What follows belongs to an exercise in optimizing a design on an open flow for small area, a short achievable clock period and few clock cycles per item; a production flow would make more cautious choices. At most, simulation tests tie the RTL to the original design; equivalence was not proved. Power figures rest on the tool's default switching activity, not on a simulated workload.

==> module simon2share, before the edit <==
module simon2share(clk, data_ina, data_inb, data_rdy, cipher_out, Done, Trig);
input clk;
input data_ina, data_inb;
input [1:0] data_rdy;
output [127:0] cipher_out;
output reg Done, Trig;
reg [1:0] rdy_r;       
reg ina_r, inb_r;      
reg [7:0] counter;     
reg [6:0] ptcnt;       
always @(posedge clk) begin
	rdy_r <= data_rdy;
	ina_r <= data_ina;
	inb_r <= data_inb;
end
wire idle  = (rdy_r == 2'd0);
wire ld_pt = (rdy_r == 2'd1);
wire ld_k  = (rdy_r == 2'd2);
wire run   = (rdy_r == 2'd3);
wire [7:0] counter_next = idle ? 8'd0 : (run ? counter + 8'd1 : counter);
wire [6:0] ptcnt_next   = ld_k ? 7'd0 : (ld_pt ? ptcnt + 7'd1 : ptcnt);
always @(posedge clk) begin
	counter <= counter_next;
	ptcnt   <= ptcnt_next;
end
wire n_pt  = (data_rdy == 2'd1);
wire n_k   = (data_rdy == 2'd2);
wire n_run = (data_rdy == 2'd3);
wire n_ph  = counter_next[0];
wire n_A   = n_run && !n_ph;                        
wire n_B   = n_run && n_ph;                         
wire n_H   = !(n_run || n_pt);                      
wire n_yl  = n_pt && (ptcnt_next[6] == 1'b0 || ptcnt_next[5:0] == 6'd0);   
wire n_YE  = n_A || n_yl;                           
wire n_KE  = n_k || n_B;                            
reg sA_a, sB_a, sS_a, sH_a, yE_a, yH_a, kE_a, kS_a;        
reg sA_bn, sB_bn, sS_bn, sH_bn, yE_bn, yH_bn, kE_bn, kS_bn;  
always @(posedge clk) begin
	sA_a <= n_A;   sB_a <= n_B;   sS_a <= n_pt;  sH_a <= n_H;
	yE_a <= n_YE;  yH_a <= !n_YE; kE_a <= n_KE;  kS_a <= n_k;
	sA_bn <= !n_A;  sB_bn <= !n_B;  sS_bn <= !n_pt; sH_bn <= !n_H;
	yE_bn <= !n_YE; yH_bn <= n_YE;  kE_bn <= !n_KE; kS_bn <= !n_k;
end
wire [0:127] Z = {68'b10101111011100000011010010011000101000010001111110010110110011101011, 60'd0};
reg zr;
always @(posedge clk)
	zr <= Z[counter[7:1]];
always @(posedge clk) begin
	Trig <= (counter_next == 8'd1);
	Done <= n_run && run && (counter == 8'd135);
end
reg [7:0] oe;
always @(posedge clk) begin
	oe[0] <= n_run && run && (counter == 8'd135);
	oe[1] <= n_run && run && (counter[0:0] == 1'd1) && (counter[7:1] == 7'd67);
	oe[2] <= n_run && run && (counter[1:0] == 2'd3) && (counter[7:2] == 6'd33);
	oe[3] <= n_run && run && (counter[2:0] == 3'd7) && (counter[7:3] == 5'd16);
	oe[4] <= n_run && run && (counter[3:0] == 4'd7) && (counter[7:4] == 4'd8);
	oe[5] <= n_run && run && (counter[4:0] == 5'd7) && (counter[7:5] == 3'd4);
	oe[6] <= n_run && run && (counter[5:0] == 6'd7) && (counter[7:6] == 2'd2);
	oe[7] <= n_run && run && (counter[6:0] == 7'd7) && (counter[7:7] == 1'd1);
end
reg [63:0] Xa, Ya, Xb, Yb;
wire [63:0] Xa1 = {Xa[62:0], Xa[63]};
wire [63:0] Xa2 = {Xa[61:0], Xa[63:62]};
wire [63:0] Xa8 = {Xa[55:0], Xa[63:56]};
wire [63:0] Xb1 = {Xb[62:0], Xb[63]};
wire [63:0] Xb2 = {Xb[61:0], Xb[63:62]};
wire [63:0] Xb8 = {Xb[55:0], Xb[63:56]};
wire [63:0] Ya1 = {Ya[62:0], Ya[63]};
wire [63:0] Ya8 = {Ya[55:0], Ya[63:56]};
wire [63:0] Yb1 = {Yb[62:0], Yb[63]};
wire [63:0] Yb8 = {Yb[55:0], Yb[63:56]};
reg [63:0] KXa, KXb, KYa, KYb;
wire [63:0] sa1 = Ya ^ Xa2 ^ (Xa1 & Xa8);
wire [63:0] sb1 = Yb ^ Xb2 ^ (Xb1 & Xb8);
wire [63:0] sa2 = Xa ^ KYa ^ (Ya1 & Yb8);
wire [63:0] sb2 = Xb ^ KYb ^ (Yb1 & Ya8);
always @(posedge clk) begin
	Xa <= ({64{sA_a}} & sa1) | ({64{sB_a}} & sa2) | ({64{sS_a}} & {ina_r, Xa[63:1]}) | ({64{sH_a}} & Xa);
	Xb <= ({64{!sA_bn}} & sb1) | ({64{!sB_bn}} & sb2) | ({64{!sS_bn}} & {inb_r, Xb[63:1]}) | ({64{!sH_bn}} & Xb);
	Ya <= ({64{yE_a}} & Xa) | ({64{yH_a}} & Ya);
	Yb <= ({64{!yE_bn}} & Xb) | ({64{!yH_bn}} & Yb);
end
wire [63:0] c = 64'hfffffffffffffffc;
always @(posedge clk) begin
	if (kE_a) begin
		if (kS_a)
			{KXa, KYa} <= {ina_r, KXa, KYa[63:1]};
		else begin
			KXa <= c ^ {63'd0, zr} ^ KYa ^ {KXa[2:0], KXa[63:3]} ^ {KXa[3:0], KXa[63:4]};
			KYa <= KXa;
		end
	end
	if (!kE_bn) begin
		if (!kS_bn)
			{KXb, KYb} <= {inb_r, KXb, KYb[63:1]};
		else begin
			KXb <= KYb ^ {KXb[2:0], KXb[63:3]} ^ {KXb[3:0], KXb[63:4]};
			KYb <= KXb;
		end
	end
end
wire [127:0] xy_a = {Xa, Ya};
wire [127:0] xy_b = {Xb, Yb};
wire [127:0] gate = {{16{oe[7]}}, {16{oe[6]}}, {16{oe[5]}}, {16{oe[4]}},
                     {16{oe[3]}}, {16{oe[2]}}, {16{oe[1]}}, {16{oe[0]}}};
assign cipher_out = (xy_a & gate) ^ (xy_b & gate);
endmodule
export LEC_CHECK = 0
export CAP_MARGIN = 20
export CORE_MARGIN = 2
export CORE_UTILIZATION = 65
export CTS_CLUSTER_DIAMETER = 80
export CTS_CLUSTER_SIZE = 24
export PLACE_DENSITY = 0.72
export SETUP_SLACK_MARGIN = 1.85
export SLEW_MARGIN = 20
create_clock -name core_clock -period 4.2 [get_ports {clk}]
standard.sh (not shown) runs the stock make flow with config.mk's settings and CLKGATE_MAP_FILE= SYNTH_SCRIPT=/design/flow/synth_recipe.tcl, a recipe that flattens the netlist after the stock synthesis.
==> flow/flow/run.sh <==
#!/bin/bash
# Standard ORFS layout (the standard.sh, standard synthesis unchanged) with two changes:
#  - port buffers are plain buf_2 cells instead of the delay cells buffer_ports picks by default;
#  - timing repair after CTS may change a cell's footprint (so it can resize those buffers).
# The make output goes to standard.log; each ORFS step keeps its own log under orfs/logs.
set -uo pipefail
bash standard.sh \
  MATCH_CELL_FOOTPRINT=0 \
  "BUFFER_PORTS_ARGS=-buffer_cell sky130_fd_sc_hd__buf_2" \
  finish > standard.log 2>&1
==> next run, changes <==
==> flow/design.v (replaced) <==
`timescale 1ns / 1ps
module simon2share(clk, data_ina, data_inb, data_rdy, cipher_out, Done, Trig);
input clk;
input data_ina, data_inb;
input [1:0] data_rdy;
output [127:0] cipher_out;
output reg Done, Trig;
reg [1:0] rdy_r;       
reg ina_r, inb_r;      
reg [7:0] counter;     
reg [6:0] ptcnt;       
always @(posedge clk) begin
	rdy_r <= data_rdy;
	ina_r <= data_ina;
	inb_r <= data_inb;
end
wire idle  = (rdy_r == 2'd0);
wire ld_pt = (rdy_r == 2'd1);
wire ld_k  = (rdy_r == 2'd2);
wire run   = (rdy_r == 2'd3);
wire [7:0] counter_next = idle ? 8'd0 : (run ? counter + 8'd1 : counter);
wire [6:0] ptcnt_next   = ld_k ? 7'd0 : (ld_pt ? ptcnt + 7'd1 : ptcnt);
always @(posedge clk) begin
	counter <= counter_next;
	ptcnt   <= ptcnt_next;
end
wire n_pt  = (data_rdy == 2'd1);
wire n_k   = (data_rdy == 2'd2);
wire n_run = (data_rdy == 2'd3);
wire n_ph  = counter_next[0];
wire n_A   = n_run && !n_ph;                        
wire n_B   = n_run && n_ph;                         
wire n_H   = !(n_run || n_pt);                      
wire n_yl  = n_pt && (ptcnt_next[6] == 1'b0 || ptcnt_next[5:0] == 6'd0);   
wire n_YE  = n_A || n_yl;                           
wire n_KE  = n_k || n_B;                            
reg sA_a, sB_a, sS_a, sH_a;        
reg sA_bn, sB_bn, sS_bn, sH_bn;    
reg yE, yH;                        
reg kS, kU, kH;                    
always @(posedge clk) begin
	sA_a <= n_A;   sB_a <= n_B;   sS_a <= n_pt;  sH_a <= n_H;
	yE <= n_YE;    yH <= !n_YE;
	kS <= n_k;     kU <= n_B;     kH <= !n_KE;
	sA_bn <= !n_A;  sB_bn <= !n_B;  sS_bn <= !n_pt; sH_bn <= !n_H;
end
wire [0:127] Z = {68'b10101111011100000011010010011000101000010001111110010110110011101011, 60'd0};
reg zr;
always @(posedge clk)
	zr <= Z[counter[7:1]];
always @(posedge clk) begin
	Trig <= (counter_next == 8'd1);
	Done <= n_run && run && (counter == 8'd135);
end
reg [7:0] oe_n;
always @(posedge clk) begin
	oe_n[0] <= !(n_run && run && (counter == 8'd135));
	oe_n[1] <= !(n_run && run && (counter[0:0] == 1'd1) && (counter[7:1] == 7'd67));
	oe_n[2] <= !(n_run && run && (counter[1:0] == 2'd3) && (counter[7:2] == 6'd33));
	oe_n[3] <= !(n_run && run && (counter[2:0] == 3'd7) && (counter[7:3] == 5'd16));
	oe_n[4] <= !(n_run && run && (counter[3:0] == 4'd7) && (counter[7:4] == 4'd8));
	oe_n[5] <= !(n_run && run && (counter[4:0] == 5'd7) && (counter[7:5] == 3'd4));
	oe_n[6] <= !(n_run && run && (counter[5:0] == 6'd7) && (counter[7:6] == 2'd2));
	oe_n[7] <= !(n_run && run && (counter[6:0] == 7'd7) && (counter[7:7] == 1'd1));
end
reg [63:0] Xa, Ya, Xb, Yb;
wire [63:0] Xa1 = {Xa[62:0], Xa[63]};
wire [63:0] Xa2 = {Xa[61:0], Xa[63:62]};
wire [63:0] Xa8 = {Xa[55:0], Xa[63:56]};
wire [63:0] Xb1 = {Xb[62:0], Xb[63]};
wire [63:0] Xb2 = {Xb[61:0], Xb[63:62]};
wire [63:0] Xb8 = {Xb[55:0], Xb[63:56]};
wire [63:0] Ya1 = {Ya[62:0], Ya[63]};
wire [63:0] Ya8 = {Ya[55:0], Ya[63:56]};
wire [63:0] Yb1 = {Yb[62:0], Yb[63]};
wire [63:0] Yb8 = {Yb[55:0], Yb[63:56]};
reg [63:0] KXa, KXb, KYa, KYb;
wire [63:0] sa1 = Ya ^ Xa2 ^ (Xa1 & Xa8);
wire [63:0] sb1 = Yb ^ Xb2 ^ (Xb1 & Xb8);
wire [63:0] sa2 = Xa ^ KYa ^ (Ya1 & Yb8);
wire [63:0] sb2 = Xb ^ KYb ^ (Yb1 & Ya8);
always @(posedge clk) begin
	Xa <= ({64{sA_a}} & sa1) | ({64{sB_a}} & sa2) | ({64{sS_a}} & {ina_r, Xa[63:1]}) | ({64{sH_a}} & Xa);
	Xb <= ({64{!sA_bn}} & sb1) | ({64{!sB_bn}} & sb2) | ({64{!sS_bn}} & {inb_r, Xb[63:1]}) | ({64{!sH_bn}} & Xb);
	Ya <= ({64{yE}} & Xa) | ({64{yH}} & Ya);
	Yb <= ({64{yE}} & Xb) | ({64{yH}} & Yb);
end
wire [63:0] c = 64'hfffffffffffffffc;
wire [63:0] kxa_upd = c ^ {63'd0, zr} ^ KYa ^ {KXa[2:0], KXa[63:3]} ^ {KXa[3:0], KXa[63:4]};
wire [63:0] kxb_upd = KYb ^ {KXb[2:0], KXb[63:3]} ^ {KXb[3:0], KXb[63:4]};
always @(posedge clk) begin
	KXa <= ({64{kS}} & {ina_r, KXa[63:1]})   | ({64{kU}} & kxa_upd) | ({64{kH}} & KXa);
	KYa <= ({64{kS}} & {KXa[0], KYa[63:1]})  | ({64{kU}} & KXa)     | ({64{kH}} & KYa);
	KXb <= ({64{kS}} & {inb_r, KXb[63:1]})   | ({64{kU}} & kxb_upd) | ({64{kH}} & KXb);
	KYb <= ({64{kS}} & {KXb[0], KYb[63:1]})  | ({64{kU}} & KXb)     | ({64{kH}} & KYb);
end
wire [127:0] xy_a = {Xa, Ya};
wire [127:0] xy_b = {Xb, Yb};
wire [127:0] gate_n = {{16{oe_n[7]}}, {16{oe_n[6]}}, {16{oe_n[5]}}, {16{oe_n[4]}},
                       {16{oe_n[3]}}, {16{oe_n[2]}}, {16{oe_n[1]}}, {16{oe_n[0]}}};
assign cipher_out = ~gate_n & (xy_a ^ xy_b);
endmodule
What happened:
- The changed run passed the timing, design-rule and antenna checks
- utilization shrinks by 3.4 points
- total power goes up by 11%
- first-iteration DRC count increases by 65%
- routed wire length is lower by 4.2%
- via count goes up by 5.2%
- register-to-register slack improves by 0.02 ns
- critical path depth is unchanged
- fmax rose by 0.52%
- area after synthesis is lower by 7.2%
Testbench counts after the change, summed over its fixed seeds: cycles 202,240, encryptions 512.
Only the layout flow was run in the first run of this note; the RTL was not checked for function there.

## port drivers added, routing unchanged
How much do the figures lean on ideal ports? The routed layouts below were timed once more, with nothing changed but the port constraints.
Step 1 assumes that a clkbuf_16 drives the clock port and a buf_2 every other input.
Step 2 also shifts input and output timing later by t, the mid clock arrival at the registers, as if the neighbouring blocks saw the same clock.
Three values: no drivers, after step 1, after step 2; two values: the first two.
| run | t (ns) | slack for setup (ns) | worst setup path at the end | latest minus earliest clock arrival (ns) | cell pins on the clock port's net |
|---|---|---|---|---|---|
| the first run | 0.639 | 1.857 / 1.796 / 1.699 | input to register | 0.025 / 0.025 | 1 |
| the second run | 0.671 | 1.869 / 1.809 / 1.919 | input to register | 0.028 / 0.028 | 1 |
After both steps setup and hold are still met in every run listed. For the first run, which loses most, drivers alone change the setup slack by -0.061 ns; drivers and shift together by -0.158 ns.
